Source: an optimization exercise on an open RTL-to-GDS flow (aim: small area and a short achievable clock period). Production flows keep margins and buffers that such runs may drop. No run shown here included a check of the RTL's function; only the layout flow was run. Power figures rest on the tool's default switching activity, not on a simulated workload.

## flow/design.v (module list and top-level ports; edited modules follow where they fit)
// module and64: 7 lines
// module or64: 7 lines
// module xnor64: 7 lines
// module xor64_by_1: 7 lines
// module comp_sign_extend: 7 lines
// module set_lsb: 6 lines
// module vadder64: 15 lines
// module shift64: 18 lines
// module lt65: 7 lines
// module gt65: 7 lines
// module mux8_to_1_x64: 38 lines
// module alu64: 1145 lines
// module alu64_sync: 43 lines
module alu64_sync(
    input clk,
    input en,
    input MD,
    input [2:0] OP,
    input [63:0] R1,
    input [63:0] R2,
    output reg EQ,
    output reg GT,
    output reg LT,
    output reg OVR,
    output reg [63:0] Q
    );
  // ...
==> flow/flow/run.sh <==
#!/bin/bash
# Layout flow: the standard.sh throughout, with two changes.
#  1. Synthesis runs with a copy of the ORFS scripts whose ABC area script is
#     replaced by flow/abc_area.script (area-oriented mapping with amap);
#     everything else in synthesis (synth_recipe.tcl, synth.tcl) is unchanged.
#  2. The port buffers use the smallest buffer cell (buf_1).
set -euo pipefail
rm -rf scripts_mod
cp -r "$FLOW_HOME/scripts" scripts_mod
cp flow/abc_area.script scripts_mod/abc_area.script
bash standard.sh SCRIPTS_DIR="$PWD/scripts_mod" ABC_AREA=1 synth > synth.log 2>&1
bash standard.sh BUFFER_PORTS_ARGS="-buffer_cell sky130_fd_sc_hd__buf_1" finish > standard.log 2>&1
==> flow/flow/abc_area.script <==
strash
dch
amap
topo
==> flow/standard.sh <==
#!/bin/bash
# synth_recipe.tcl (not shown) runs the flow's synth.tcl, then flattens the netlist and writes it again
# the make line also repeats each setting of config.mk as NAME=value (left out here)
make -C /OpenROAD-flow-scripts/flow DESIGN_CONFIG=/design/flow/config.mk WORK_HOME=/design/flow/orfs CLKGATE_MAP_FILE= SYNTH_SCRIPT=/design/flow/synth_recipe.tcl "${@:-finish}"
==> flow/config.mk <==
export PLATFORM = sky130hd
export DESIGN_NAME = alu64_sync
export DESIGN_NICKNAME = alu64_sync
export VERILOG_FILES = /design/flow/design.v
export SDC_FILE = /design/flow/constraint.sdc
export NUM_CORES = 4
export LEC_CHECK = 0
export ABC_AREA = 1
export CAP_MARGIN = 20
export CORE_MARGIN = 2
export CORE_UTILIZATION = 40
export SETUP_SLACK_MARGIN = 1.5
export SLEW_MARGIN = 20
==> flow/constraint.sdc <==
create_clock -name core_clock -period 4.0 [get_ports {clk}]
set_input_delay 0.8000 -clock core_clock [delete_from_list [all_inputs] [get_ports {clk}]]
set_output_delay 0.8000 -clock core_clock [all_outputs]
set_load 0.01 [all_outputs]
==> impl_metrics.tcl, run 1 <==
set metrics [dict create \
    synth_xor_area_share_pct 0 \
    antenna_found_initial 3 \
    multi_input_area_mm2 0.01098 \
    multi_input_area_share_pct 55.23 \
    taps 455 \
    cts_tree "built" \
    final_common_cell "nor2_1" \
    grt_pass1_vias 16610 \
    routed.top_layer "met5" \
    yosys_warnings 1 \
    antennaDiodeCount 1 \
    syn_area_per_cell_um2 7.072 \
    setup_tns_ps 0 \
    final_core_util_pct 57.82 \
    synth-compound-area-share_pct 47.44 \
    synthSimpleGateAreaFrac_pct 19.89 \
    gp_congestion 0.9986 \
    seq_cell_count 201 \
    slew_headroom_pct 40.19 \
    vdd_ir_drop_max_mv 0.3270 \
    status "timing/DRC/antenna clean" \
    path_clk_slew_ps 70 \
    dp_slack_ps -344.4 \
    yosysTopAreaCell "dfxtp_1" \
    stdcell_count 2900 \
    critPathKind "reg2reg" \
    route.met3.wl_mm 5.754 \
    io_pins 202 \
    synthMuxAreaShare_pct 0 \
    grtUsageTotal_pct 35.78 \
    grt_pass1_wl_mm 98.74 \
    avgViaCountPerCell 6.528 \
    yosysTopAreaCellShare_pct 29.01 \
    grtUsageMet3_pct 5.239 \
    drc_errors 0 \
    crit_family "compound AO/OA/AOI/OAI gates" \
    area_delta_synth_final_pct 43.31 \
    p_per_area_mw_per_mm2 367.2 \
    wl_met2_mm 30.98 \
    start_util_pct 40.35 \
]
==> run 2: changes to the inputs <==
--- a/flow/config.mk
+++ b/flow/config.mk
@@ -11,3 +11,3 @@
 export CORE_UTILIZATION = 40
-export SETUP_SLACK_MARGIN = 1.5
+export SETUP_SLACK_MARGIN = 1.0
 export SLEW_MARGIN = 20
==> run 2 against run 1 <==
Synthesized cell count unchanged. Clock power decreased by 2%. Clock-buffer cell count increased by 2. Utilization decreased by 3.9 points. Power decreased by 3.7%. Sequential share of layout area increased by 1.5 points. Critical path depth decreased by 3. First-iteration DRC count increased by 8.5%. Setup slack got worse by 28 ps. Maximum frequency decreased by 0.75%.
==> impl_metrics.tcl, run 2 <==
set metrics [dict create \
    crit_fanout 5 \
    ys.flop_type "dfxtp_1" \
    dpl_cell_area_mm2 0.01615 \
    path_common_cell "buf_4" \
    max-clock-path-buffers 3 \
    coreArea_mm2 0.03437 \
    chipWidth_um 190.2 \
    routed_wl_mm 67.84 \
    cts_inserted_buffers 23 \
    multi_input_area_mm2 0.01038 \
    synth_common_cells "nor2_1 (303), a21oi_1 (219), dfxtp_1 (201)" \
    slew_viol_final 0 \
    setup_violations 0 \
    root_buffer "clkbuf_16" \
    synth_fp_nets 2095 \
    syn_area_mm2 0.01387 \
    io_pins 202 \
    crit_path_end_kind "flip-flop" \
    critPathKind "reg2reg" \
    globalRouteOverflowTotal 0 \
    final_core_util_pct 53.88 \
    synth_cell_types 48 \
    wire_per_inst_um 24.11 \
    clock_sinks 201 \
    final_cell_mix "nor2_1 (277), buf_1 (201), a21oi_1 (184), nand2_1 (184), dfxtp_1 (176)" \
    postSynthCellCount 1961 \
    crit_family "simple AND/OR/NAND/NOR gates" \
    ant_nets 0 \
    seq_area_frac_synth_pct 29.01 \
    grtUsageTotal_pct 35.20 \
    grt_max_degree 67 \
    cap_violations 0 \
    cellLeakagePower_nw 6.406 \
    drc_errors 0 \
    yosysTopAreaCellShare_pct 29.01 \
    cts_tree "built" \
    critical-path-slowest-cell "or3_4" \
    fin_skew_ps 17.63 \
    drt_iter0_markers 2159 \
    syn_area_per_cell_um2 7.072 \
    yosysTopAreaCell "dfxtp_1" \
    finalInstanceArea_mm2 0.01852 \
    antennaDiodeCount 0 \
    final_layout_size_suffix_gt1_share_pct 17.89 \
    fin_nets 2477 \
    worstHoldPathType "in2reg" \
    worstSetupStartpointType "flip-flop" \
    synth.most_common_cell "nor2_1" \
    avgViaCountPerCell 6.520 \
    cpPeakStageDelay_ps 430 \
    p_per_area_mw_per_mm2 379.6 \
    drt_pass1_iterations 6 \
    min_period_ps 3748 \
    max_freq_mhz 266.8 \
    rsz0062_at_grt "true" \
    io_buffer_count 201 \
    arrival_ps 4140 \
    antenna_found_initial 2 \
    postSynthRegisterBits 201 \
    final_common_cell "nor2_1" \
    fin_crit_sh_pct 93.69 \
    gp_congestion 1.045 \
    clock_latency_ps 540 \
    hold_buffers 0 \
    slew_headroom_pct 25.34 \
    register_area_mm2 0.004080 \
    htree_levels 1 \
    fillers 3450 \
    critPathBufInv 7 \
    grt_pass1_vias 16180 \
    tightestPinTransition_ps 1111 \
    path_clk_slew_ps 70 \
    synth_edf_count 0 \
    yosys_warnings 1 \
    vdd_ir_drop_max_mv 0.3245 \
    reg.largest.list "H_r (64), Q (64), R1_r (64)" \
    vias 18350 \
    worstPathRequired_ps 4390 \
    async_flop_share_pct 0 \
    die_area_mm2 0.03618 \
    start_util_pct 40.35 \
    path_cells "clkinv_1 > nor2_2 > o22ai_1 > o31ai_1 > buf_4 > a31oi_4 > o21a_1 > o311ai_2 > buf_4 > a21oi_4 > or3_4 > nand2_4 > clkinv_8 > buf_4 > buf_6 > nor4_4 > buf_4 > nor4_1 > nor2_1 > o221ai_1" \
    dp.final_hpwl_mm 49.29 \
    area_delta_synth_final_pct 33.55 \
    synthTopCellsByArea "dfxtp_1 (29%), o22ai_1 (9.0%), o22a_1 (9.0%), nor2_1 (8.2%), a21oi_1 (7.9%)" \
    hold_viol_final 0 \
    holdWs_ps 347.7 \
    grt_pass1_wl_mm 97.31 \
    rows 68 \
    status "timing/DRC/antenna clean" \
    finalPower_w 0.007031 \
    dieHeight_um 190.2 \
]
-- run 2: cell types whose count changed in the layout (fill, tap and decap cells not counted), moves of 8 or more --
| cell | delta |
|---|---|
| o22ai_2 | -29 |
| a21oi_1 | +8 |
| o221ai_2 | -9 |
| buf_4 | -81 |
| o21ai_1 | -9 |
| a21oi_2 | -8 |
| o22ai_1 | +36 |
| o21ai_0 | +13 |
| clkinv_2 | +8 |
| o221ai_1 | +10 |
-- run 2: cell type report --
type | instances | area share (%)
well taps | 455 | 3.074
repair inverters | 1 | 0.06080
multi-input cells | 1625 | 56.04
inverters | 135 | 3.438
flip-flops and latches | 201 | 22.03
clock buffers | 32 | 3.344
clock inverters | 9 | 0.5607
repair buffers | 356 | 11.46
-- run 2: routing by layer --
layer / share of wire (%) / GRT usage [%] / up-vias
met2: 44 / 55.97 / 1016
met4: 6.2 / 18.99 / 0
met3: 8.4 / 5.202 / 216
met5: 0 / 0 / -
li1: - / - / 8574
met1: 41 / 45.94 / 8542
-- run 2: through the flow --
| stage | TNS [ps] | cells | setup WS (ps) |
|---|---|---|---|
| 2_1_floorplan | -450.4 | 1961 | -255.1 |
| 3_3_place_gp | 0 | 2715 | 218.4 |
| 3_5_place_dp | 0 | 2715 | 177.0 |
| 4_1_cts | 0 | 2785 | 392.4 |
| 5_1_grt | 0 | 2814 | 159.3 |
| 6_report | 0 | 2814 | 252.4 |
-- run 2: worst paths after layout --
check	startpoint	to	slack [ps]	cells after the start
hold / removal	R1[4]	R1_r[4]	350	1
setup / recovery	R1_r[18]	Q[56]	250	20
setup reg to reg	R1_r[18]	Q[56]	250	20
hold reg to reg	R1_r[2]	Q[2]	640	2
-- run 2: power by group --
part	total, W	switching [W]	internal, W
logic	0.00253	0.00156	0.000970
registers	0.00243	0.000220	0.00221
clock network	0.00207	0.000862	0.00121
-- run 2: repair_timing --
| action | 4_1_cts | 5_1_grt |
|---|---|---|
| pin swaps | 81 | 83 |
| setup endpoints to repair | 61 | 67 |
| gates resized for setup | 149 | 149 |
| setup buffers | 29 | 27 |
| cloned | 0 | 2 |
-- run 2: cells by family after synthesis --
group           synth area share [%]
compound gates                 47.44
simple gates                   19.89
flops                          29.01
buf+inv                        3.654

## separate check: timing with driven ports
No port has a modelled driver above. Below, the same layouts with a new extraction and two added sets of constraints.
Step 1 (the two cells are an assumption about what drives the block):
set clk [get_ports {clk}]
set_driving_cell -lib_cell sky130_fd_sc_hd__clkbuf_16 $clk
set_driving_cell -lib_cell sky130_fd_sc_hd__buf_2 [delete_from_list [all_inputs] $clk]
Step 2 adds t to the input delays and takes it off the output delays; t is the mean of the earliest and latest rising clock arrival at the registers after step 1. Input paths then give back, and output paths get back, about the clock's delay inside the block.
Slacks: ideal ports / drivers / drivers and shift; pairs: ideal ports / drivers.
run	shift t [ns]	setup slack, ns	clock arrival spread, ns
run 1	0.585	0.280 / 0.280 / 0.280	0.015 / 0.015
run 2	0.591	0.252 / 0.252 / 0.252	0.018 / 0.018
After both steps every run listed still meets setup and hold.
